This design comes from an exercise in tuning for small area, a short achievable clock period and few clock cycles per item on the open sky130 flow, not from production work. Where RTL was checked, it was by simulation tests only, not by an equivalence proof against the original. No functional check of the RTL was part of run 2. Power figures rest on the tool's default switching activity, not on a simulated workload.

==> flow/design.v, too long to show whole: its modules and the start of the top module <==
// module tag: 2443 lines
// module mxi: 3 lines
// module fa3: 4 lines
// module rsdp_tag: 29 lines
module rsdp_tag (
   input          clk,
   input          rst,
   input          start,
   input          csel,
   input          ssel,
   input  [237:0] b,
   input  [237:0] a,
   input  [135:0] y,
   input  [135:0] x,
   input  [6:0]   e,
   output         ready,
   output         done,
   output [6:0]   u
);
  // ...
==> flow/flow/run.sh <==
#!/bin/bash
# Standard ORFS layout (the standard.sh, unchanged synthesis), except:
# - the port buffers that global placement inserts are buf_1 cells instead of
#   the default delay buffers (every input and output port still gets one);
# - clock tree synthesis uses clkbuf_8 leaf buffers, clusters of up to 24
#   sinks and no dummy loads, which makes a smaller clock tree.
set -euo pipefail
export BUFFER_PORTS_ARGS="-buffer_cell sky130_fd_sc_hd__buf_1"
export CTS_ARGS="-sink_clustering_enable -repair_clock_nets -dont_use_dummy_load -buf_list {sky130_fd_sc_hd__clkbuf_8} -sink_clustering_size 24 -sink_clustering_max_diameter 50"
bash standard.sh > orfs_make.log 2>&1
==> flow/standard.sh <==
#!/bin/bash
# synth_recipe.tcl (not shown) runs the flow's synth.tcl, then flattens the netlist and writes it again
# the make line also repeats each setting of config.mk as NAME=value (left out here)
make -C /OpenROAD-flow-scripts/flow DESIGN_CONFIG=/design/flow/config.mk WORK_HOME=/design/flow/orfs CLKGATE_MAP_FILE= SYNTH_SCRIPT=/design/flow/synth_recipe.tcl "${@:-finish}"
==> flow/config.mk <==
export PLATFORM = sky130hd
export DESIGN_NAME = rsdp_tag
export DESIGN_NICKNAME = rsdp_tag
export VERILOG_FILES = /design/flow/design.v
export SDC_FILE = /design/flow/constraint.sdc
export NUM_CORES = 4
export LEC_CHECK = 0
export CAP_MARGIN = 20
export CORE_MARGIN = 2
export CORE_UTILIZATION = 35
export GPL_ROUTABILITY_DRIVEN = 0
export SETUP_SLACK_MARGIN = 4.85
export SLEW_MARGIN = 20
export SYNTH_HIERARCHICAL = 1
export SYNTH_MINIMUM_KEEP_SIZE = 0
==> flow/constraint.sdc <==
create_clock -name core_clock -period 8.0 [get_ports {clk}]
set_input_delay 1.6000 -clock core_clock [delete_from_list [all_inputs] [get_ports {clk}]]
set_output_delay 1.6000 -clock core_clock [all_outputs]
set_load 0.01 [all_outputs]
==> metrics.md, run 1 <==
| Metric | Value |
|---|---|
| Yosys cell types | `30` |
| Hold Crit Endpoint | `vld[2]$_SDFF_PP0_` |
| Die area | `60900 µm²` |
| Met2 WL post-DR | `40.5 mm` |
| Worst-Skew Late Latency | `0.68 ns` |
| Crit path time final | `3.19 ns` |
| Worst-path cell with the longest stage delay | `o22ai_2` |
| Post-Route Skew | `0.112 ns` |
| Post-synth top flop | `dfxtp_1` |
| Largest regs | `core.ur (7), vld (3)` |
| Final routed DRC violation total | `0` |
| Status | `complete, no violations` |
| Most frequent cell after synthesis | `o22ai_1` |
| Drt via density | `5.84` |
| Clk_buf instances | `31` |
| Non-clock buffer count | `778` |
| Worst R2R Start | `core.q1_3_22$_DFF_P_` |
| Critical Path RT | `8.47 ns` |
| Core region area | `58700 µm²` |
| Global-route wire length before repair | `111 mm` |
| Startpoint types | `input pin` |
| R2R Setup Slk | `4.90 ns` |
| Avg WL per Cell | `21.8 µm` |
| Layout clock area frac | `0.0167` |
| Dpl ws | `3.43 ns` |
| Gate Count Post-Synth | `2080` |
Testbench counts, summed over its fixed seeds: cycles 536, tags 512.
==> run 2: changes to the inputs <==
--- a/flow/design.v
+++ b/flow/design.v
@@ -312,7 +312,10 @@
    mxi u_kn0_1 (.a(x[1]), .b(y[1]), .s(ssel), .sn(sseln), .y(kn0[1]));
    mxi u_kn0_2 (.a(x[2]), .b(y[2]), .s(ssel), .sn(sseln), .y(kn0[2]));
    mxi u_kn0_3 (.a(x[3]), .b(y[3]), .s(ssel), .sn(sseln), .y(kn0[3]));
-   wire [2:0] k0 = ~kn0[2:0];
+   wire [2:0] k0;
+   mxp u_k0_0 (.a(x[0]), .b(y[0]), .s(ssel), .sn(sseln), .y(k0[0]));
+   mxp u_k0_1 (.a(x[1]), .b(y[1]), .s(ssel), .sn(sseln), .y(k0[1]));
+   mxp u_k0_2 (.a(x[2]), .b(y[2]), .s(ssel), .sn(sseln), .y(k0[2]));
    wire [6:0] m0 = ~(cn0 ^ {7{kn0[3]}});   
    wire [6:0] r0a;
    mxi u_r0a_0 (.a(m0[6]), .b(m0[0]), .s(k0[0]), .sn(kn0[0]), .y(r0a[0]));
@@ -352,7 +355,10 @@
    mxi u_kn1_1 (.a(x[5]), .b(y[5]), .s(ssel), .sn(sseln), .y(kn1[1]));
    mxi u_kn1_2 (.a(x[6]), .b(y[6]), .s(ssel), .sn(sseln), .y(kn1[2]));
    mxi u_kn1_3 (.a(x[7]), .b(y[7]), .s(ssel), .sn(sseln), .y(kn1[3]));
-   wire [2:0] k1 = ~kn1[2:0];
+   wire [2:0] k1;
+   mxp u_k1_0 (.a(x[4]), .b(y[4]), .s(ssel), .sn(sseln), .y(k1[0]));
+   mxp u_k1_1 (.a(x[5]), .b(y[5]), .s(ssel), .sn(sseln), .y(k1[1]));
+   mxp u_k1_2 (.a(x[6]), .b(y[6]), .s(ssel), .sn(sseln), .y(k1[2]));
    wire [6:0] m1 = ~(cn1 ^ {7{kn1[3]}});   
    wire [6:0] r1a;
    mxi u_r1a_0 (.a(m1[6]), .b(m1[0]), .s(k1[0]), .sn(kn1[0]), .y(r1a[0]));
@@ -392,7 +398,10 @@
    mxi u_kn2_1 (.a(x[9]), .b(y[9]), .s(ssel), .sn(sseln), .y(kn2[1]));
    mxi u_kn2_2 (.a(x[10]), .b(y[10]), .s(ssel), .sn(sseln), .y(kn2[2]));
    mxi u_kn2_3 (.a(x[11]), .b(y[11]), .s(ssel), .sn(sseln), .y(kn2[3]));
-   wire [2:0] k2 = ~kn2[2:0];
+   wire [2:0] k2;
+   mxp u_k2_0 (.a(x[8]), .b(y[8]), .s(ssel), .sn(sseln), .y(k2[0]));
+   mxp u_k2_1 (.a(x[9]), .b(y[9]), .s(ssel), .sn(sseln), .y(k2[1]));
+   mxp u_k2_2 (.a(x[10]), .b(y[10]), .s(ssel), .sn(sseln), .y(k2[2]));
    wire [6:0] m2 = ~(cn2 ^ {7{kn2[3]}});   
    wire [6:0] r2a;
    mxi u_r2a_0 (.a(m2[6]), .b(m2[0]), .s(k2[0]), .sn(kn2[0]), .y(r2a[0]));
@@ -432,7 +441,10 @@
    mxi u_kn3_1 (.a(x[13]), .b(y[13]), .s(ssel), .sn(sseln), .y(kn3[1]));
    mxi u_kn3_2 (.a(x[14]), .b(y[14]), .s(ssel), .sn(sseln), .y(kn3[2]));
    mxi u_kn3_3 (.a(x[15]), .b(y[15]), .s(ssel), .sn(sseln), .y(kn3[3]));
-   wire [2:0] k3 = ~kn3[2:0];
+   wire [2:0] k3;
+   mxp u_k3_0 (.a(x[12]), .b(y[12]), .s(ssel), .sn(sseln), .y(k3[0]));
+   mxp u_k3_1 (.a(x[13]), .b(y[13]), .s(ssel), .sn(sseln), .y(k3[1]));
+   mxp u_k3_2 (.a(x[14]), .b(y[14]), .s(ssel), .sn(sseln), .y(k3[2]));
    wire [6:0] m3 = ~(cn3 ^ {7{kn3[3]}});   
    wire [6:0] r3a;
    mxi u_r3a_0 (.a(m3[6]), .b(m3[0]), .s(k3[0]), .sn(kn3[0]), .y(r3a[0]));
@@ -472,7 +484,10 @@
    mxi u_kn4_1 (.a(x[17]), .b(y[17]), .s(ssel), .sn(sseln), .y(kn4[1]));
    mxi u_kn4_2 (.a(x[18]), .b(y[18]), .s(ssel), .sn(sseln), .y(kn4[2]));
    mxi u_kn4_3 (.a(x[19]), .b(y[19]), .s(ssel), .sn(sseln), .y(kn4[3]));
-   wire [2:0] k4 = ~kn4[2:0];
+   wire [2:0] k4;
+   mxp u_k4_0 (.a(x[16]), .b(y[16]), .s(ssel), .sn(sseln), .y(k4[0]));
+   mxp u_k4_1 (.a(x[17]), .b(y[17]), .s(ssel), .sn(sseln), .y(k4[1]));
+   mxp u_k4_2 (.a(x[18]), .b(y[18]), .s(ssel), .sn(sseln), .y(k4[2]));
    wire [6:0] m4 = ~(cn4 ^ {7{kn4[3]}});   
    wire [6:0] r4a;
    mxi u_r4a_0 (.a(m4[6]), .b(m4[0]), .s(k4[0]), .sn(kn4[0]), .y(r4a[0]));
@@ -512,7 +527,10 @@
    mxi u_kn5_1 (.a(x[21]), .b(y[21]), .s(ssel), .sn(sseln), .y(kn5[1]));
    mxi u_kn5_2 (.a(x[22]), .b(y[22]), .s(ssel), .sn(sseln), .y(kn5[2]));
    mxi u_kn5_3 (.a(x[23]), .b(y[23]), .s(ssel), .sn(sseln), .y(kn5[3]));
-   wire [2:0] k5 = ~kn5[2:0];
+   wire [2:0] k5;
+   mxp u_k5_0 (.a(x[20]), .b(y[20]), .s(ssel), .sn(sseln), .y(k5[0]));
+   mxp u_k5_1 (.a(x[21]), .b(y[21]), .s(ssel), .sn(sseln), .y(k5[1]));
+   mxp u_k5_2 (.a(x[22]), .b(y[22]), .s(ssel), .sn(sseln), .y(k5[2]));
    wire [6:0] m5 = ~(cn5 ^ {7{kn5[3]}});   
    wire [6:0] r5a;
    mxi u_r5a_0 (.a(m5[6]), .b(m5[0]), .s(k5[0]), .sn(kn5[0]), .y(r5a[0]));
@@ -552,7 +570,10 @@
    mxi u_kn6_1 (.a(x[25]), .b(y[25]), .s(ssel), .sn(sseln), .y(kn6[1]));
    mxi u_kn6_2 (.a(x[26]), .b(y[26]), .s(ssel), .sn(sseln), .y(kn6[2]));
    mxi u_kn6_3 (.a(x[27]), .b(y[27]), .s(ssel), .sn(sseln), .y(kn6[3]));
-   wire [2:0] k6 = ~kn6[2:0];
+   wire [2:0] k6;
+   mxp u_k6_0 (.a(x[24]), .b(y[24]), .s(ssel), .sn(sseln), .y(k6[0]));
+   mxp u_k6_1 (.a(x[25]), .b(y[25]), .s(ssel), .sn(sseln), .y(k6[1]));
+   mxp u_k6_2 (.a(x[26]), .b(y[26]), .s(ssel), .sn(sseln), .y(k6[2]));
    wire [6:0] m6 = ~(cn6 ^ {7{kn6[3]}});   
    wire [6:0] r6a;
    mxi u_r6a_0 (.a(m6[6]), .b(m6[0]), .s(k6[0]), .sn(kn6[0]), .y(r6a[0]));
@@ -592,7 +613,10 @@
    mxi u_kn7_1 (.a(x[29]), .b(y[29]), .s(ssel), .sn(sseln), .y(kn7[1]));
    mxi u_kn7_2 (.a(x[30]), .b(y[30]), .s(ssel), .sn(sseln), .y(kn7[2]));
    mxi u_kn7_3 (.a(x[31]), .b(y[31]), .s(ssel), .sn(sseln), .y(kn7[3]));
-   wire [2:0] k7 = ~kn7[2:0];
+   wire [2:0] k7;
+   mxp u_k7_0 (.a(x[28]), .b(y[28]), .s(ssel), .sn(sseln), .y(k7[0]));
+   mxp u_k7_1 (.a(x[29]), .b(y[29]), .s(ssel), .sn(sseln), .y(k7[1]));
+   mxp u_k7_2 (.a(x[30]), .b(y[30]), .s(ssel), .sn(sseln), .y(k7[2]));
    wire [6:0] m7 = ~(cn7 ^ {7{kn7[3]}});   
    wire [6:0] r7a;
    mxi u_r7a_0 (.a(m7[6]), .b(m7[0]), .s(k7[0]), .sn(kn7[0]), .y(r7a[0]));
@@ -632,7 +656,10 @@
    mxi u_kn8_1 (.a(x[33]), .b(y[33]), .s(ssel), .sn(sseln), .y(kn8[1]));
    mxi u_kn8_2 (.a(x[34]), .b(y[34]), .s(ssel), .sn(sseln), .y(kn8[2]));
    mxi u_kn8_3 (.a(x[35]), .b(y[35]), .s(ssel), .sn(sseln), .y(kn8[3]));
-   wire [2:0] k8 = ~kn8[2:0];
+   wire [2:0] k8;
+   mxp u_k8_0 (.a(x[32]), .b(y[32]), .s(ssel), .sn(sseln), .y(k8[0]));
+   mxp u_k8_1 (.a(x[33]), .b(y[33]), .s(ssel), .sn(sseln), .y(k8[1]));
+   mxp u_k8_2 (.a(x[34]), .b(y[34]), .s(ssel), .sn(sseln), .y(k8[2]));
    wire [6:0] m8 = ~(cn8 ^ {7{kn8[3]}});   
    wire [6:0] r8a;
    mxi u_r8a_0 (.a(m8[6]), .b(m8[0]), .s(k8[0]), .sn(kn8[0]), .y(r8a[0]));
@@ -672,7 +699,10 @@
    mxi u_kn9_1 (.a(x[37]), .b(y[37]), .s(ssel), .sn(sseln), .y(kn9[1]));
    mxi u_kn9_2 (.a(x[38]), .b(y[38]), .s(ssel), .sn(sseln), .y(kn9[2]));
    mxi u_kn9_3 (.a(x[39]), .b(y[39]), .s(ssel), .sn(sseln), .y(kn9[3]));
-   wire [2:0] k9 = ~kn9[2:0];
+   wire [2:0] k9;
+   mxp u_k9_0 (.a(x[36]), .b(y[36]), .s(ssel), .sn(sseln), .y(k9[0]));
+   mxp u_k9_1 (.a(x[37]), .b(y[37]), .s(ssel), .sn(sseln), .y(k9[1]));
+   mxp u_k9_2 (.a(x[38]), .b(y[38]), .s(ssel), .sn(sseln), .y(k9[2]));
    wire [6:0] m9 = ~(cn9 ^ {7{kn9[3]}});   
    wire [6:0] r9a;
    mxi u_r9a_0 (.a(m9[6]), .b(m9[0]), .s(k9[0]), .sn(kn9[0]), .y(r9a[0]));
@@ -712,7 +742,10 @@
    mxi u_kn10_1 (.a(x[41]), .b(y[41]), .s(ssel), .sn(sseln), .y(kn10[1]));
    mxi u_kn10_2 (.a(x[42]), .b(y[42]), .s(ssel), .sn(sseln), .y(kn10[2]));
    mxi u_kn10_3 (.a(x[43]), .b(y[43]), .s(ssel), .sn(sseln), .y(kn10[3]));
-   wire [2:0] k10 = ~kn10[2:0];
+   wire [2:0] k10;
+   mxp u_k10_0 (.a(x[40]), .b(y[40]), .s(ssel), .sn(sseln), .y(k10[0]));
+   mxp u_k10_1 (.a(x[41]), .b(y[41]), .s(ssel), .sn(sseln), .y(k10[1]));
+   mxp u_k10_2 (.a(x[42]), .b(y[42]), .s(ssel), .sn(sseln), .y(k10[2]));
    wire [6:0] m10 = ~(cn10 ^ {7{kn10[3]}});   
    wire [6:0] r10a;
    mxi u_r10a_0 (.a(m10[6]), .b(m10[0]), .s(k10[0]), .sn(kn10[0]), .y(r10a[0]));
@@ -752,7 +785,10 @@
    mxi u_kn11_1 (.a(x[45]), .b(y[45]), .s(ssel), .sn(sseln), .y(kn11[1]));
    mxi u_kn11_2 (.a(x[46]), .b(y[46]), .s(ssel), .sn(sseln), .y(kn11[2]));
    mxi u_kn11_3 (.a(x[47]), .b(y[47]), .s(ssel), .sn(sseln), .y(kn11[3]));
-   wire [2:0] k11 = ~kn11[2:0];
+   wire [2:0] k11;
+   mxp u_k11_0 (.a(x[44]), .b(y[44]), .s(ssel), .sn(sseln), .y(k11[0]));
+   mxp u_k11_1 (.a(x[45]), .b(y[45]), .s(ssel), .sn(sseln), .y(k11[1]));
+   mxp u_k11_2 (.a(x[46]), .b(y[46]), .s(ssel), .sn(sseln), .y(k11[2]));
    wire [6:0] m11 = ~(cn11 ^ {7{kn11[3]}});   
    wire [6:0] r11a;
    mxi u_r11a_0 (.a(m11[6]), .b(m11[0]), .s(k11[0]), .sn(kn11[0]), .y(r11a[0]));
@@ -792,7 +828,10 @@
    mxi u_kn12_1 (.a(x[49]), .b(y[49]), .s(ssel), .sn(sseln), .y(kn12[1]));
    mxi u_kn12_2 (.a(x[50]), .b(y[50]), .s(ssel), .sn(sseln), .y(kn12[2]));
    mxi u_kn12_3 (.a(x[51]), .b(y[51]), .s(ssel), .sn(sseln), .y(kn12[3]));
-   wire [2:0] k12 = ~kn12[2:0];
+   wire [2:0] k12;
+   mxp u_k12_0 (.a(x[48]), .b(y[48]), .s(ssel), .sn(sseln), .y(k12[0]));
+   mxp u_k12_1 (.a(x[49]), .b(y[49]), .s(ssel), .sn(sseln), .y(k12[1]));
+   mxp u_k12_2 (.a(x[50]), .b(y[50]), .s(ssel), .sn(sseln), .y(k12[2]));
    wire [6:0] m12 = ~(cn12 ^ {7{kn12[3]}});   
    wire [6:0] r12a;
    mxi u_r12a_0 (.a(m12[6]), .b(m12[0]), .s(k12[0]), .sn(kn12[0]), .y(r12a[0]));
@@ -832,7 +871,10 @@
    mxi u_kn13_1 (.a(x[53]), .b(y[53]), .s(ssel), .sn(sseln), .y(kn13[1]));
    mxi u_kn13_2 (.a(x[54]), .b(y[54]), .s(ssel), .sn(sseln), .y(kn13[2]));
    mxi u_kn13_3 (.a(x[55]), .b(y[55]), .s(ssel), .sn(sseln), .y(kn13[3]));
-   wire [2:0] k13 = ~kn13[2:0];
+   wire [2:0] k13;
+   mxp u_k13_0 (.a(x[52]), .b(y[52]), .s(ssel), .sn(sseln), .y(k13[0]));
+   mxp u_k13_1 (.a(x[53]), .b(y[53]), .s(ssel), .sn(sseln), .y(k13[1]));
+   mxp u_k13_2 (.a(x[54]), .b(y[54]), .s(ssel), .sn(sseln), .y(k13[2]));
    wire [6:0] m13 = ~(cn13 ^ {7{kn13[3]}});   
    wire [6:0] r13a;
    mxi u_r13a_0 (.a(m13[6]), .b(m13[0]), .s(k13[0]), .sn(kn13[0]), .y(r13a[0]));
@@ -872,7 +914,10 @@
    mxi u_kn14_1 (.a(x[57]), .b(y[57]), .s(ssel), .sn(sseln), .y(kn14[1]));
    mxi u_kn14_2 (.a(x[58]), .b(y[58]), .s(ssel), .sn(sseln), .y(kn14[2]));
    mxi u_kn14_3 (.a(x[59]), .b(y[59]), .s(ssel), .sn(sseln), .y(kn14[3]));
-   wire [2:0] k14 = ~kn14[2:0];
+   wire [2:0] k14;
+   mxp u_k14_0 (.a(x[56]), .b(y[56]), .s(ssel), .sn(sseln), .y(k14[0]));
+   mxp u_k14_1 (.a(x[57]), .b(y[57]), .s(ssel), .sn(sseln), .y(k14[1]));
+   mxp u_k14_2 (.a(x[58]), .b(y[58]), .s(ssel), .sn(sseln), .y(k14[2]));
    wire [6:0] m14 = ~(cn14 ^ {7{kn14[3]}});   
    wire [6:0] r14a;
    mxi u_r14a_0 (.a(m14[6]), .b(m14[0]), .s(k14[0]), .sn(kn14[0]), .y(r14a[0]));
@@ -912,7 +957,10 @@
    mxi u_kn15_1 (.a(x[61]), .b(y[61]), .s(ssel), .sn(sseln), .y(kn15[1]));
    mxi u_kn15_2 (.a(x[62]), .b(y[62]), .s(ssel), .sn(sseln), .y(kn15[2]));
    mxi u_kn15_3 (.a(x[63]), .b(y[63]), .s(ssel), .sn(sseln), .y(kn15[3]));
-   wire [2:0] k15 = ~kn15[2:0];
+   wire [2:0] k15;
+   mxp u_k15_0 (.a(x[60]), .b(y[60]), .s(ssel), .sn(sseln), .y(k15[0]));
+   mxp u_k15_1 (.a(x[61]), .b(y[61]), .s(ssel), .sn(sseln), .y(k15[1]));
+   mxp u_k15_2 (.a(x[62]), .b(y[62]), .s(ssel), .sn(sseln), .y(k15[2]));
    wire [6:0] m15 = ~(cn15 ^ {7{kn15[3]}});   
    wire [6:0] r15a;
    mxi u_r15a_0 (.a(m15[6]), .b(m15[0]), .s(k15[0]), .sn(kn15[0]), .y(r15a[0]));
@@ -952,7 +1000,10 @@
    mxi u_kn16_1 (.a(x[65]), .b(y[65]), .s(ssel), .sn(sseln), .y(kn16[1]));
    mxi u_kn16_2 (.a(x[66]), .b(y[66]), .s(ssel), .sn(sseln), .y(kn16[2]));
    mxi u_kn16_3 (.a(x[67]), .b(y[67]), .s(ssel), .sn(sseln), .y(kn16[3]));
-   wire [2:0] k16 = ~kn16[2:0];
+   wire [2:0] k16;
+   mxp u_k16_0 (.a(x[64]), .b(y[64]), .s(ssel), .sn(sseln), .y(k16[0]));
+   mxp u_k16_1 (.a(x[65]), .b(y[65]), .s(ssel), .sn(sseln), .y(k16[1]));
+   mxp u_k16_2 (.a(x[66]), .b(y[66]), .s(ssel), .sn(sseln), .y(k16[2]));
    wire [6:0] m16 = ~(cn16 ^ {7{kn16[3]}});   
    wire [6:0] r16a;
    mxi u_r16a_0 (.a(m16[6]), .b(m16[0]), .s(k16[0]), .sn(kn16[0]), .y(r16a[0]));
@@ -992,7 +1043,10 @@
    mxi u_kn17_1 (.a(x[69]), .b(y[69]), .s(ssel), .sn(sseln), .y(kn17[1]));
    mxi u_kn17_2 (.a(x[70]), .b(y[70]), .s(ssel), .sn(sseln), .y(kn17[2]));
    mxi u_kn17_3 (.a(x[71]), .b(y[71]), .s(ssel), .sn(sseln), .y(kn17[3]));
-   wire [2:0] k17 = ~kn17[2:0];
+   wire [2:0] k17;
+   mxp u_k17_0 (.a(x[68]), .b(y[68]), .s(ssel), .sn(sseln), .y(k17[0]));
+   mxp u_k17_1 (.a(x[69]), .b(y[69]), .s(ssel), .sn(sseln), .y(k17[1]));
+   mxp u_k17_2 (.a(x[70]), .b(y[70]), .s(ssel), .sn(sseln), .y(k17[2]));
    wire [6:0] m17 = ~(cn17 ^ {7{kn17[3]}});   
    wire [6:0] r17a;
    mxi u_r17a_0 (.a(m17[6]), .b(m17[0]), .s(k17[0]), .sn(kn17[0]), .y(r17a[0]));
@@ -1032,7 +1086,10 @@
    mxi u_kn18_1 (.a(x[73]), .b(y[73]), .s(ssel), .sn(sseln), .y(kn18[1]));
    mxi u_kn18_2 (.a(x[74]), .b(y[74]), .s(ssel), .sn(sseln), .y(kn18[2]));
    mxi u_kn18_3 (.a(x[75]), .b(y[75]), .s(ssel), .sn(sseln), .y(kn18[3]));
-   wire [2:0] k18 = ~kn18[2:0];
+   wire [2:0] k18;
+   mxp u_k18_0 (.a(x[72]), .b(y[72]), .s(ssel), .sn(sseln), .y(k18[0]));
+   mxp u_k18_1 (.a(x[73]), .b(y[73]), .s(ssel), .sn(sseln), .y(k18[1]));
+   mxp u_k18_2 (.a(x[74]), .b(y[74]), .s(ssel), .sn(sseln), .y(k18[2]));
    wire [6:0] m18 = ~(cn18 ^ {7{kn18[3]}});   
    wire [6:0] r18a;
    mxi u_r18a_0 (.a(m18[6]), .b(m18[0]), .s(k18[0]), .sn(kn18[0]), .y(r18a[0]));
@@ -1072,7 +1129,10 @@
    mxi u_kn19_1 (.a(x[77]), .b(y[77]), .s(ssel), .sn(sseln), .y(kn19[1]));
    mxi u_kn19_2 (.a(x[78]), .b(y[78]), .s(ssel), .sn(sseln), .y(kn19[2]));
    mxi u_kn19_3 (.a(x[79]), .b(y[79]), .s(ssel), .sn(sseln), .y(kn19[3]));
-   wire [2:0] k19 = ~kn19[2:0];
+   wire [2:0] k19;
+   mxp u_k19_0 (.a(x[76]), .b(y[76]), .s(ssel), .sn(sseln), .y(k19[0]));
+   mxp u_k19_1 (.a(x[77]), .b(y[77]), .s(ssel), .sn(sseln), .y(k19[1]));
+   mxp u_k19_2 (.a(x[78]), .b(y[78]), .s(ssel), .sn(sseln), .y(k19[2]));
    wire [6:0] m19 = ~(cn19 ^ {7{kn19[3]}});   
    wire [6:0] r19a;
    mxi u_r19a_0 (.a(m19[6]), .b(m19[0]), .s(k19[0]), .sn(kn19[0]), .y(r19a[0]));
@@ -1112,7 +1172,10 @@
    mxi u_kn20_1 (.a(x[81]), .b(y[81]), .s(ssel), .sn(sseln), .y(kn20[1]));
    mxi u_kn20_2 (.a(x[82]), .b(y[82]), .s(ssel), .sn(sseln), .y(kn20[2]));
    mxi u_kn20_3 (.a(x[83]), .b(y[83]), .s(ssel), .sn(sseln), .y(kn20[3]));
-   wire [2:0] k20 = ~kn20[2:0];
+   wire [2:0] k20;
+   mxp u_k20_0 (.a(x[80]), .b(y[80]), .s(ssel), .sn(sseln), .y(k20[0]));
+   mxp u_k20_1 (.a(x[81]), .b(y[81]), .s(ssel), .sn(sseln), .y(k20[1]));
+   mxp u_k20_2 (.a(x[82]), .b(y[82]), .s(ssel), .sn(sseln), .y(k20[2]));
    wire [6:0] m20 = ~(cn20 ^ {7{kn20[3]}});   
    wire [6:0] r20a;
    mxi u_r20a_0 (.a(m20[6]), .b(m20[0]), .s(k20[0]), .sn(kn20[0]), .y(r20a[0]));
@@ -1152,7 +1215,10 @@
    mxi u_kn21_1 (.a(x[85]), .b(y[85]), .s(ssel), .sn(sseln), .y(kn21[1]));
    mxi u_kn21_2 (.a(x[86]), .b(y[86]), .s(ssel), .sn(sseln), .y(kn21[2]));
    mxi u_kn21_3 (.a(x[87]), .b(y[87]), .s(ssel), .sn(sseln), .y(kn21[3]));
-   wire [2:0] k21 = ~kn21[2:0];
+   wire [2:0] k21;
+   mxp u_k21_0 (.a(x[84]), .b(y[84]), .s(ssel), .sn(sseln), .y(k21[0]));
+   mxp u_k21_1 (.a(x[85]), .b(y[85]), .s(ssel), .sn(sseln), .y(k21[1]));
+   mxp u_k21_2 (.a(x[86]), .b(y[86]), .s(ssel), .sn(sseln), .y(k21[2]));
    wire [6:0] m21 = ~(cn21 ^ {7{kn21[3]}});   
    wire [6:0] r21a;
    mxi u_r21a_0 (.a(m21[6]), .b(m21[0]), .s(k21[0]), .sn(kn21[0]), .y(r21a[0]));
@@ -1192,7 +1258,10 @@
    mxi u_kn22_1 (.a(x[89]), .b(y[89]), .s(ssel), .sn(sseln), .y(kn22[1]));
    mxi u_kn22_2 (.a(x[90]), .b(y[90]), .s(ssel), .sn(sseln), .y(kn22[2]));
    mxi u_kn22_3 (.a(x[91]), .b(y[91]), .s(ssel), .sn(sseln), .y(kn22[3]));
-   wire [2:0] k22 = ~kn22[2:0];
+   wire [2:0] k22;
+   mxp u_k22_0 (.a(x[88]), .b(y[88]), .s(ssel), .sn(sseln), .y(k22[0]));
+   mxp u_k22_1 (.a(x[89]), .b(y[89]), .s(ssel), .sn(sseln), .y(k22[1]));
+   mxp u_k22_2 (.a(x[90]), .b(y[90]), .s(ssel), .sn(sseln), .y(k22[2]));
    wire [6:0] m22 = ~(cn22 ^ {7{kn22[3]}});   
    wire [6:0] r22a;
    mxi u_r22a_0 (.a(m22[6]), .b(m22[0]), .s(k22[0]), .sn(kn22[0]), .y(r22a[0]));
@@ -1232,7 +1301,10 @@
    mxi u_kn23_1 (.a(x[93]), .b(y[93]), .s(ssel), .sn(sseln), .y(kn23[1]));
    mxi u_kn23_2 (.a(x[94]), .b(y[94]), .s(ssel), .sn(sseln), .y(kn23[2]));
    mxi u_kn23_3 (.a(x[95]), .b(y[95]), .s(ssel), .sn(sseln), .y(kn23[3]));
-   wire [2:0] k23 = ~kn23[2:0];
+   wire [2:0] k23;
+   mxp u_k23_0 (.a(x[92]), .b(y[92]), .s(ssel), .sn(sseln), .y(k23[0]));
+   mxp u_k23_1 (.a(x[93]), .b(y[93]), .s(ssel), .sn(sseln), .y(k23[1]));
+   mxp u_k23_2 (.a(x[94]), .b(y[94]), .s(ssel), .sn(sseln), .y(k23[2]));
    wire [6:0] m23 = ~(cn23 ^ {7{kn23[3]}});   
    wire [6:0] r23a;
    mxi u_r23a_0 (.a(m23[6]), .b(m23[0]), .s(k23[0]), .sn(kn23[0]), .y(r23a[0]));
@@ -1272,7 +1344,10 @@
    mxi u_kn24_1 (.a(x[97]), .b(y[97]), .s(ssel), .sn(sseln), .y(kn24[1]));
    mxi u_kn24_2 (.a(x[98]), .b(y[98]), .s(ssel), .sn(sseln), .y(kn24[2]));
    mxi u_kn24_3 (.a(x[99]), .b(y[99]), .s(ssel), .sn(sseln), .y(kn24[3]));
-   wire [2:0] k24 = ~kn24[2:0];
+   wire [2:0] k24;
+   mxp u_k24_0 (.a(x[96]), .b(y[96]), .s(ssel), .sn(sseln), .y(k24[0]));
+   mxp u_k24_1 (.a(x[97]), .b(y[97]), .s(ssel), .sn(sseln), .y(k24[1]));
+   mxp u_k24_2 (.a(x[98]), .b(y[98]), .s(ssel), .sn(sseln), .y(k24[2]));
    wire [6:0] m24 = ~(cn24 ^ {7{kn24[3]}});   
    wire [6:0] r24a;
    mxi u_r24a_0 (.a(m24[6]), .b(m24[0]), .s(k24[0]), .sn(kn24[0]), .y(r24a[0]));
@@ -1312,7 +1387,10 @@
    mxi u_kn25_1 (.a(x[101]), .b(y[101]), .s(ssel), .sn(sseln), .y(kn25[1]));
    mxi u_kn25_2 (.a(x[102]), .b(y[102]), .s(ssel), .sn(sseln), .y(kn25[2]));
    mxi u_kn25_3 (.a(x[103]), .b(y[103]), .s(ssel), .sn(sseln), .y(kn25[3]));
-   wire [2:0] k25 = ~kn25[2:0];
+   wire [2:0] k25;
+   mxp u_k25_0 (.a(x[100]), .b(y[100]), .s(ssel), .sn(sseln), .y(k25[0]));
+   mxp u_k25_1 (.a(x[101]), .b(y[101]), .s(ssel), .sn(sseln), .y(k25[1]));
+   mxp u_k25_2 (.a(x[102]), .b(y[102]), .s(ssel), .sn(sseln), .y(k25[2]));
    wire [6:0] m25 = ~(cn25 ^ {7{kn25[3]}});   
    wire [6:0] r25a;
    mxi u_r25a_0 (.a(m25[6]), .b(m25[0]), .s(k25[0]), .sn(kn25[0]), .y(r25a[0]));
@@ -1352,7 +1430,10 @@
    mxi u_kn26_1 (.a(x[105]), .b(y[105]), .s(ssel), .sn(sseln), .y(kn26[1]));
    mxi u_kn26_2 (.a(x[106]), .b(y[106]), .s(ssel), .sn(sseln), .y(kn26[2]));
    mxi u_kn26_3 (.a(x[107]), .b(y[107]), .s(ssel), .sn(sseln), .y(kn26[3]));
-   wire [2:0] k26 = ~kn26[2:0];
+   wire [2:0] k26;
+   mxp u_k26_0 (.a(x[104]), .b(y[104]), .s(ssel), .sn(sseln), .y(k26[0]));
+   mxp u_k26_1 (.a(x[105]), .b(y[105]), .s(ssel), .sn(sseln), .y(k26[1]));
+   mxp u_k26_2 (.a(x[106]), .b(y[106]), .s(ssel), .sn(sseln), .y(k26[2]));
    wire [6:0] m26 = ~(cn26 ^ {7{kn26[3]}});   
    wire [6:0] r26a;
    mxi u_r26a_0 (.a(m26[6]), .b(m26[0]), .s(k26[0]), .sn(kn26[0]), .y(r26a[0]));
@@ -1392,7 +1473,10 @@
    mxi u_kn27_1 (.a(x[109]), .b(y[109]), .s(ssel), .sn(sseln), .y(kn27[1]));
    mxi u_kn27_2 (.a(x[110]), .b(y[110]), .s(ssel), .sn(sseln), .y(kn27[2]));
    mxi u_kn27_3 (.a(x[111]), .b(y[111]), .s(ssel), .sn(sseln), .y(kn27[3]));
-   wire [2:0] k27 = ~kn27[2:0];
+   wire [2:0] k27;
+   mxp u_k27_0 (.a(x[108]), .b(y[108]), .s(ssel), .sn(sseln), .y(k27[0]));
+   mxp u_k27_1 (.a(x[109]), .b(y[109]), .s(ssel), .sn(sseln), .y(k27[1]));
+   mxp u_k27_2 (.a(x[110]), .b(y[110]), .s(ssel), .sn(sseln), .y(k27[2]));
    wire [6:0] m27 = ~(cn27 ^ {7{kn27[3]}});   
    wire [6:0] r27a;
    mxi u_r27a_0 (.a(m27[6]), .b(m27[0]), .s(k27[0]), .sn(kn27[0]), .y(r27a[0]));
@@ -1432,7 +1516,10 @@
    mxi u_kn28_1 (.a(x[113]), .b(y[113]), .s(ssel), .sn(sseln), .y(kn28[1]));
    mxi u_kn28_2 (.a(x[114]), .b(y[114]), .s(ssel), .sn(sseln), .y(kn28[2]));
    mxi u_kn28_3 (.a(x[115]), .b(y[115]), .s(ssel), .sn(sseln), .y(kn28[3]));
-   wire [2:0] k28 = ~kn28[2:0];
+   wire [2:0] k28;
+   mxp u_k28_0 (.a(x[112]), .b(y[112]), .s(ssel), .sn(sseln), .y(k28[0]));
+   mxp u_k28_1 (.a(x[113]), .b(y[113]), .s(ssel), .sn(sseln), .y(k28[1]));
+   mxp u_k28_2 (.a(x[114]), .b(y[114]), .s(ssel), .sn(sseln), .y(k28[2]));
    wire [6:0] m28 = ~(cn28 ^ {7{kn28[3]}});   
    wire [6:0] r28a;
    mxi u_r28a_0 (.a(m28[6]), .b(m28[0]), .s(k28[0]), .sn(kn28[0]), .y(r28a[0]));
@@ -1472,7 +1559,10 @@
    mxi u_kn29_1 (.a(x[117]), .b(y[117]), .s(ssel), .sn(sseln), .y(kn29[1]));
    mxi u_kn29_2 (.a(x[118]), .b(y[118]), .s(ssel), .sn(sseln), .y(kn29[2]));
    mxi u_kn29_3 (.a(x[119]), .b(y[119]), .s(ssel), .sn(sseln), .y(kn29[3]));
-   wire [2:0] k29 = ~kn29[2:0];
+   wire [2:0] k29;
+   mxp u_k29_0 (.a(x[116]), .b(y[116]), .s(ssel), .sn(sseln), .y(k29[0]));
+   mxp u_k29_1 (.a(x[117]), .b(y[117]), .s(ssel), .sn(sseln), .y(k29[1]));
+   mxp u_k29_2 (.a(x[118]), .b(y[118]), .s(ssel), .sn(sseln), .y(k29[2]));
    wire [6:0] m29 = ~(cn29 ^ {7{kn29[3]}});   
    wire [6:0] r29a;
    mxi u_r29a_0 (.a(m29[6]), .b(m29[0]), .s(k29[0]), .sn(kn29[0]), .y(r29a[0]));
@@ -1512,7 +1602,10 @@
    mxi u_kn30_1 (.a(x[121]), .b(y[121]), .s(ssel), .sn(sseln), .y(kn30[1]));
    mxi u_kn30_2 (.a(x[122]), .b(y[122]), .s(ssel), .sn(sseln), .y(kn30[2]));
    mxi u_kn30_3 (.a(x[123]), .b(y[123]), .s(ssel), .sn(sseln), .y(kn30[3]));
-   wire [2:0] k30 = ~kn30[2:0];
+   wire [2:0] k30;
+   mxp u_k30_0 (.a(x[120]), .b(y[120]), .s(ssel), .sn(sseln), .y(k30[0]));
+   mxp u_k30_1 (.a(x[121]), .b(y[121]), .s(ssel), .sn(sseln), .y(k30[1]));
+   mxp u_k30_2 (.a(x[122]), .b(y[122]), .s(ssel), .sn(sseln), .y(k30[2]));
    wire [6:0] m30 = ~(cn30 ^ {7{kn30[3]}});   
    wire [6:0] r30a;
    mxi u_r30a_0 (.a(m30[6]), .b(m30[0]), .s(k30[0]), .sn(kn30[0]), .y(r30a[0]));
@@ -1552,7 +1645,10 @@
    mxi u_kn31_1 (.a(x[125]), .b(y[125]), .s(ssel), .sn(sseln), .y(kn31[1]));
    mxi u_kn31_2 (.a(x[126]), .b(y[126]), .s(ssel), .sn(sseln), .y(kn31[2]));
    mxi u_kn31_3 (.a(x[127]), .b(y[127]), .s(ssel), .sn(sseln), .y(kn31[3]));
-   wire [2:0] k31 = ~kn31[2:0];
+   wire [2:0] k31;
+   mxp u_k31_0 (.a(x[124]), .b(y[124]), .s(ssel), .sn(sseln), .y(k31[0]));
+   mxp u_k31_1 (.a(x[125]), .b(y[125]), .s(ssel), .sn(sseln), .y(k31[1]));
+   mxp u_k31_2 (.a(x[126]), .b(y[126]), .s(ssel), .sn(sseln), .y(k31[2]));
    wire [6:0] m31 = ~(cn31 ^ {7{kn31[3]}});   
    wire [6:0] r31a;
    mxi u_r31a_0 (.a(m31[6]), .b(m31[0]), .s(k31[0]), .sn(kn31[0]), .y(r31a[0]));
@@ -1592,7 +1688,10 @@
    mxi u_kn32_1 (.a(x[129]), .b(y[129]), .s(ssel), .sn(sseln), .y(kn32[1]));
    mxi u_kn32_2 (.a(x[130]), .b(y[130]), .s(ssel), .sn(sseln), .y(kn32[2]));
    mxi u_kn32_3 (.a(x[131]), .b(y[131]), .s(ssel), .sn(sseln), .y(kn32[3]));
-   wire [2:0] k32 = ~kn32[2:0];
+   wire [2:0] k32;
+   mxp u_k32_0 (.a(x[128]), .b(y[128]), .s(ssel), .sn(sseln), .y(k32[0]));
+   mxp u_k32_1 (.a(x[129]), .b(y[129]), .s(ssel), .sn(sseln), .y(k32[1]));
+   mxp u_k32_2 (.a(x[130]), .b(y[130]), .s(ssel), .sn(sseln), .y(k32[2]));
    wire [6:0] m32 = ~(cn32 ^ {7{kn32[3]}});   
    wire [6:0] r32a;
    mxi u_r32a_0 (.a(m32[6]), .b(m32[0]), .s(k32[0]), .sn(kn32[0]), .y(r32a[0]));
@@ -1632,7 +1731,10 @@
    mxi u_kn33_1 (.a(x[133]), .b(y[133]), .s(ssel), .sn(sseln), .y(kn33[1]));
    mxi u_kn33_2 (.a(x[134]), .b(y[134]), .s(ssel), .sn(sseln), .y(kn33[2]));
    mxi u_kn33_3 (.a(x[135]), .b(y[135]), .s(ssel), .sn(sseln), .y(kn33[3]));
-   wire [2:0] k33 = ~kn33[2:0];
+   wire [2:0] k33;
+   mxp u_k33_0 (.a(x[132]), .b(y[132]), .s(ssel), .sn(sseln), .y(k33[0]));
+   mxp u_k33_1 (.a(x[133]), .b(y[133]), .s(ssel), .sn(sseln), .y(k33[1]));
+   mxp u_k33_2 (.a(x[134]), .b(y[134]), .s(ssel), .sn(sseln), .y(k33[2]));
    wire [6:0] m33 = ~(cn33 ^ {7{kn33[3]}});   
    wire [6:0] r33a;
    mxi u_r33a_0 (.a(m33[6]), .b(m33[0]), .s(k33[0]), .sn(kn33[0]), .y(r33a[0]));
@@ -2441,6 +2543,9 @@
       ur[6] <= u_sum[6];
    end
 endmodule
+module mxp (input a, input b, input s, input sn, output y);
+   assign y = (a & s) | (b & sn);
+endmodule
 module mxi (input a, input b, input s, input sn, output y);
    assign y = ~((a | sn) & (b | s));
 endmodule
==> flow/flow/run.sh (replaced) <==
#!/bin/bash
# Standard ORFS layout (the standard.sh, unchanged synthesis), except:
# - the port buffers that global placement inserts are buf_1 cells instead of
#   the default delay buffers (every input and output port still gets one);
# - clock tree synthesis uses clkbuf_8 leaf buffers, clusters of up to 16
#   sinks and no dummy loads, which makes a smaller clock tree.
set -euo pipefail
export BUFFER_PORTS_ARGS="-buffer_cell sky130_fd_sc_hd__buf_1"
export CTS_ARGS="-sink_clustering_enable -repair_clock_nets -dont_use_dummy_load -buf_list {sky130_fd_sc_hd__clkbuf_8} -sink_clustering_size 16 -sink_clustering_max_diameter 100"
bash standard.sh > orfs_make.log 2>&1
--- a/flow/config.mk
+++ b/flow/config.mk
@@ -8,8 +8,7 @@
 export CAP_MARGIN = 20
 export CORE_MARGIN = 2
 export CORE_UTILIZATION = 35
-export GPL_ROUTABILITY_DRIVEN = 0
-export SETUP_SLACK_MARGIN = 4.85
+export SETUP_SLACK_MARGIN = 4.7
 export SLEW_MARGIN = 20
 export SYNTH_HIERARCHICAL = 1
 export SYNTH_MINIMUM_KEEP_SIZE = 0
==> metrics.md, run 2 <==
| Metric | Value |
|---|---|
| Post-Synth XOR/XNOR Area | `0.101 (was 0.103)` |
| Die area | `62400 µm² (was 60900 µm²)` |
| Final wirelength | `85.9 mm (was 79.1 mm)` |
| Vias in the first global route | `21500 (was 20100)` |
| Routed wl met3 | `3.79 mm (was 4.12 mm)` |
| Worst setup path class | `in -> reg (unchanged)` |
| Most flops, register | `core.ur (unchanged)` |
| Via count | `22000 (was 21200)` |
| Final routed DRC violation total | `0 (unchanged)` |
| Main combinational cell family by area after synthesis | `compound AO/OA/AOI/OAI gates (unchanged)` |
| Synth top area cells | `o22ai_1 32%, dfxtp_1 28%, fa_1 22% (was o22ai_1 33%, dfxtp_1 29%, fa_1 22%)` |
| Max reg flops | `7 (unchanged)` |
| Most frequent cells after synthesis | `1088 x o22ai_1, 297 x dfxtp_1, 243 x xnor2_1 (unchanged)` |
| CTS tree | `done (unchanged)` |
| Clock-pin slew on the worst setup and hold paths | `0.10 ns (was 0.09 ns)` |
| Compound-Gate Fraction of Synth Area | `0.373 (was 0.339)` |
| Ys async rst share | `0 (unchanged)` |
| Avg WL per Cell | `23.7 µm (was 21.8 µm)` |
| Yosys reg bits | `297 (unchanged)` |
| CTS sink cnt | `297 (unchanged)` |
| Tcrit/Tclk final | `0.419 (was 0.398)` |
| Core region area | `60000 µm² (was 58700 µm²)` |
| Max VDD drop | `754 µV (was 1570 µV)` |
| Sum Neg Setup Slack | `0 ns (unchanged)` |
| Post-synth top area cell | `o22ai_1 (unchanged)` |
| Area Overhead vs Synth | `22.5% (was 24.0%)` |
| Routability cong. | `0.978` |
| Net switching power | `7190 µW (was 7000 µW)` |
| FILL cells | `5874 (was 5641)` |
| Share of power burned in registers | `0.165 (was 0.162)` |
| Multiplexer share of the synthesized area | `0 (unchanged)` |
| CTS buffer count | `22 (was 31)` |
| Fraction of the yosys area taken by sequential cells | `0.281 (was 0.288)` |
| Final hold violations | `0 (unchanged)` |
| Post-Route Skew | `0.0400 ns (was 0.112 ns)` |
| DP HPWL | `71.4 mm (was 66.4 mm)` |
| Status | `complete, no violations (unchanged)` |
| Largest net degree at the start of global routing | `110 (was 105)` |
| ANT nets after route | `0 (unchanged)` |
| Min-delay worst type | `reg -> reg (unchanged)` |
| Top-area cell type share of the netlist area | `0.322 (was 0.330)` |
| Initial antenna violation count | `7 (was 4)` |
| Final setup vio count | `0 (unchanged)` |
| Global-route wire length before repair | `126 mm (was 111 mm)` |
| Met2 WL post-DR | `44.6 mm (was 40.5 mm)` |
| Most common cell after layout, fill and taps aside | `o22ai_1 (unchanged)` |
| Post-Syn Area | `21200 µm² (was 20600 µm²)` |
| Post-DP Area | `24900 µm² (was 24400 µm²)` |
| Yosys cell types | `31 (was 30)` |
| CTS H-Tree Depth | `1 (unchanged)` |
| Crit path DAT | `3.85 ns (was 3.66 ns)` |
| Syn nets | `3084 (unchanged)` |
| # rows | `90 (was 89)` |
| Total GRT Usage | `0.260 (was 0.239)` |
| Post-synth EDFFs | `0 (unchanged)` |
| Peak Freq | `0.298 GHz (was 0.314 GHz)` |
| Chip width | `250 µm (was 247 µm)` |
| Share of layout cells above drive strength 1 | `0.0366 (was 0.0565)` |
| Switching Share | `0.492 (was 0.481)` |
| Initial Utilization | `0.352 (about the same)` |
| Crit path time final | `3.35 ns (was 3.19 ns)` |
| Gate Count Post-Synth | `2080 (unchanged)` |
| NumNets Final | `3851 (was 3856)` |
| Pwr/cell area | `564 nW/µm² (was 568 nW/µm²)` |
| Worst-margin pin slew | `0.848 ns (was 0.798 ns)` |
| Logic pwr share | `0.786 (was 0.782)` |
| Simple-gate share of the synthesized area | `0.00722 (was 0.00740)` |
| Drt via density | `6.06 (was 5.84)` |
| GRT overflow | `0 (unchanged)` |
| Avg Inst Size Synth | `10.2 µm² (was 9.92 µm²)` |
| Max_slew headroom | `0.435 (was 0.468)` |
| Crit. End Element | `register (unchanged)` |
| Largest regs | `core.ur (7), vld (3) (unchanged)` |
| Critical Path RT | `8.49 ns (was 8.47 ns)` |
| Post-synth top flop | `dfxtp_1 (unchanged)` |
| Die Y-Extent | `250 µm (was 247 µm)` |
| Post-route cell area | `25900 µm² (was 25600 µm²)` |
| Clock Path Buffers | `3 (unchanged)` |
| Max Fanout on Critical Path | `47 (was 70)` |
| DR top layer | `met5 (was met4)` |
| Clk root buf | `clkbuf_8 (unchanged)` |
| Startpoint types | `input pin (unchanged)` |
| Clock network power share | `0.050 (was 0.056)` |
| Cell internal pwr | `7430 µW (was 7550 µW)` |
| Hold buffer count at cts | `0 (unchanged)` |
| First drt pass iteration count | `7 (was 5)` |
| Worst-Skew Late Latency | `0.60 ns (was 0.68 ns)` |
| IO buf count | `767 (unchanged)` |
| RSZ-0062 raised after global routing | `true (unchanged)` |
| I/O pin count | `769 (unchanged)` |
| Synth warn | `8 (unchanged)` |
| Max Cap Viol | `0 (unchanged)` |
| Most frequent cell after synthesis | `o22ai_1 (unchanged)` |
| DRT iter0 DRCs | `1366 (was 1512)` |
| Commonest cells after routing, fill and taps aside | `1042 x o22ai_1, 765 x buf_1, 296 x dfxtp_1 (was 1022 x o22ai_1, 765 x buf_1, 294 x dfxtp_1)` |
| Lkg Pwr | `0.00802 µW (was 0.00823 µW)` |
| Post-Route M1 WL | `35.5 mm (was 33.1 mm)` |
| Final-report max-slew violation count | `0 (unchanged)` |
| Adder-cell share of the synthesized area | `0.226 (was 0.232)` |
run 2: changes by cell type in the layout (fill, tap and decap cells not counted), moves of 9 or more:
| cell | before | now |
|---|---|---|
| a22o_1 | 0 | 102 |
| inv_1 | 107 | 5 |
| o22ai_2 | 60 | 26 |
| fa_1 | 199 | 230 |
| fa_2 | 32 | 1 |
| o22ai_1 | 1022 | 1042 |
| o22ai_4 | 6 | 20 |
| clkbuf_8 | 32 | 23 |
run 2: power groups by stage:
stage               sequential (µW)  combinational (µW)  clock (µW)
floorplan                      2360                7830           0
global placement               2450               10700           0
detailed placement             2450               11000           0
CTS                            2420               11100         756
global route                   2450               12800         812
finish                         2400               11500         726
run 2: final timing paths:
| check | start | slack [ns] | depth (start not counted) | end |
|---|---|---|---|---|
| max | ssel | 4.65 | 8 | core.q1_0_14$_DFF_P_ |
| min | vld[0]$_SDFF_PP0_ | 0.45 | 1 | vld[1]$_SDFF_PP0_ |
| max reg2reg | core.q1_6_1$_DFF_P_ | 4.75 | 5 | core.q2_6_3$_DFF_P_ |
| min reg2reg | vld[0]$_SDFF_PP0_ | 0.45 | 1 | vld[1]$_SDFF_PP0_ |
run 2: cells by family after synthesis:
logic type      count (synthesis)
compound gates               1220
xor+xnor                      243
fa+ha+maj                     244
buf+inv                        46
flops                         297
other cells                     1
simple gates                   29
run 2: per-module statistics from Yosys (local to each module, per instance):
module / area (µm²) / flops+latches
fa3: 20.0 / 0
mxi: 6.26 / 0
mxp: 8.76 / 0
rsdp_tag: 90.1 / 3
tag: 8740 / 294
run 2: critical path, stage by stage:
cell and delay (ns):
clkbuf_16 0.22, clkinvlp_4 0.17, buf_6 0.23, o22ai_1 0.70
xnor2_1 0.23, o22ai_1 0.27, o22ai_1 0.13, o22ai_1 0.25
run 2: final cells by class:
cell class | instances | area [µm²] | share of cell area
timing repair buffer | 781 | 3160 | 0.122
antenna | 1 | 2.50 | 0.0000966
inverter | 7 | 33.8 | 0.00130
clock buffer | 22 | 303 | 0.0117
timing repair inverter | 1 | 5.00 | 0.000193
sequential | 297 | 5950 | 0.229
tap | 782 | 978 | 0.0378
multi-input combinational | 1737 | 15500 | 0.597
run 2: per-layer routing:
metal | up-vias | global-route usage
met3 | 101 | 0.0292
li1 | 10300 | -
met1 | 10800 | 0.323
met4 | 8 | 0.0497
met5 | - | 0
met2 | 817 | 0.485
run 2: timing repair:
item | in CTS | in global routing
resized for setup | 52 | 67
pin swaps | 1 | 1
gates cloned | 1 | 1
buffers inserted | 2 | 0
endpoints found under the setup margin | 239 | 238
run 2: per-stage QoR:
step	utilization	hold WS (ns)	std cells	power, µW	worst slack (ns)
floorplan	-	0.414	2080	10200	2.83
global placement	0.415	0.429	3601	13200	3.26
detailed placement	0.415	0.434	3601	13400	3.06
CTS	0.425	0.458	3626	14200	4.70
global route	0.432	0.476	3627	16100	4.58
finish	0.432	0.449	3628	14600	4.65

## static timing again, ports no longer ideal
In the flow no input, the clock included, has a driving cell. The finished layouts below were timed again as built, in two steps.
Step 1 sets driving cells, clkbuf_16 on the clock port and buf_2 on the other inputs (assumed; they add their load-dependent delay and slew).
Step 2 also shifts input and output timing later by t, the mid clock arrival at the registers, as if the neighbouring blocks saw the same clock.
Slacks: ideal / step 1 / step 2; pairs: ideal / step 1.
run | shift t [ns] | setup slack, ns | worst setup path after step 2 | worst data-port slew with drivers (ns)
run 1 | 0.676 | 4.813 / 4.828 / 4.152 | input to register | 0.13
run 2 | 0.638 | 4.646 / 4.643 / 4.005 | input to register | 0.11
After both steps setup and hold are still met in every run listed. The setup slack of run 1, which loses most, moves by +0.015 ns with the drivers and by -0.661 ns with both steps.
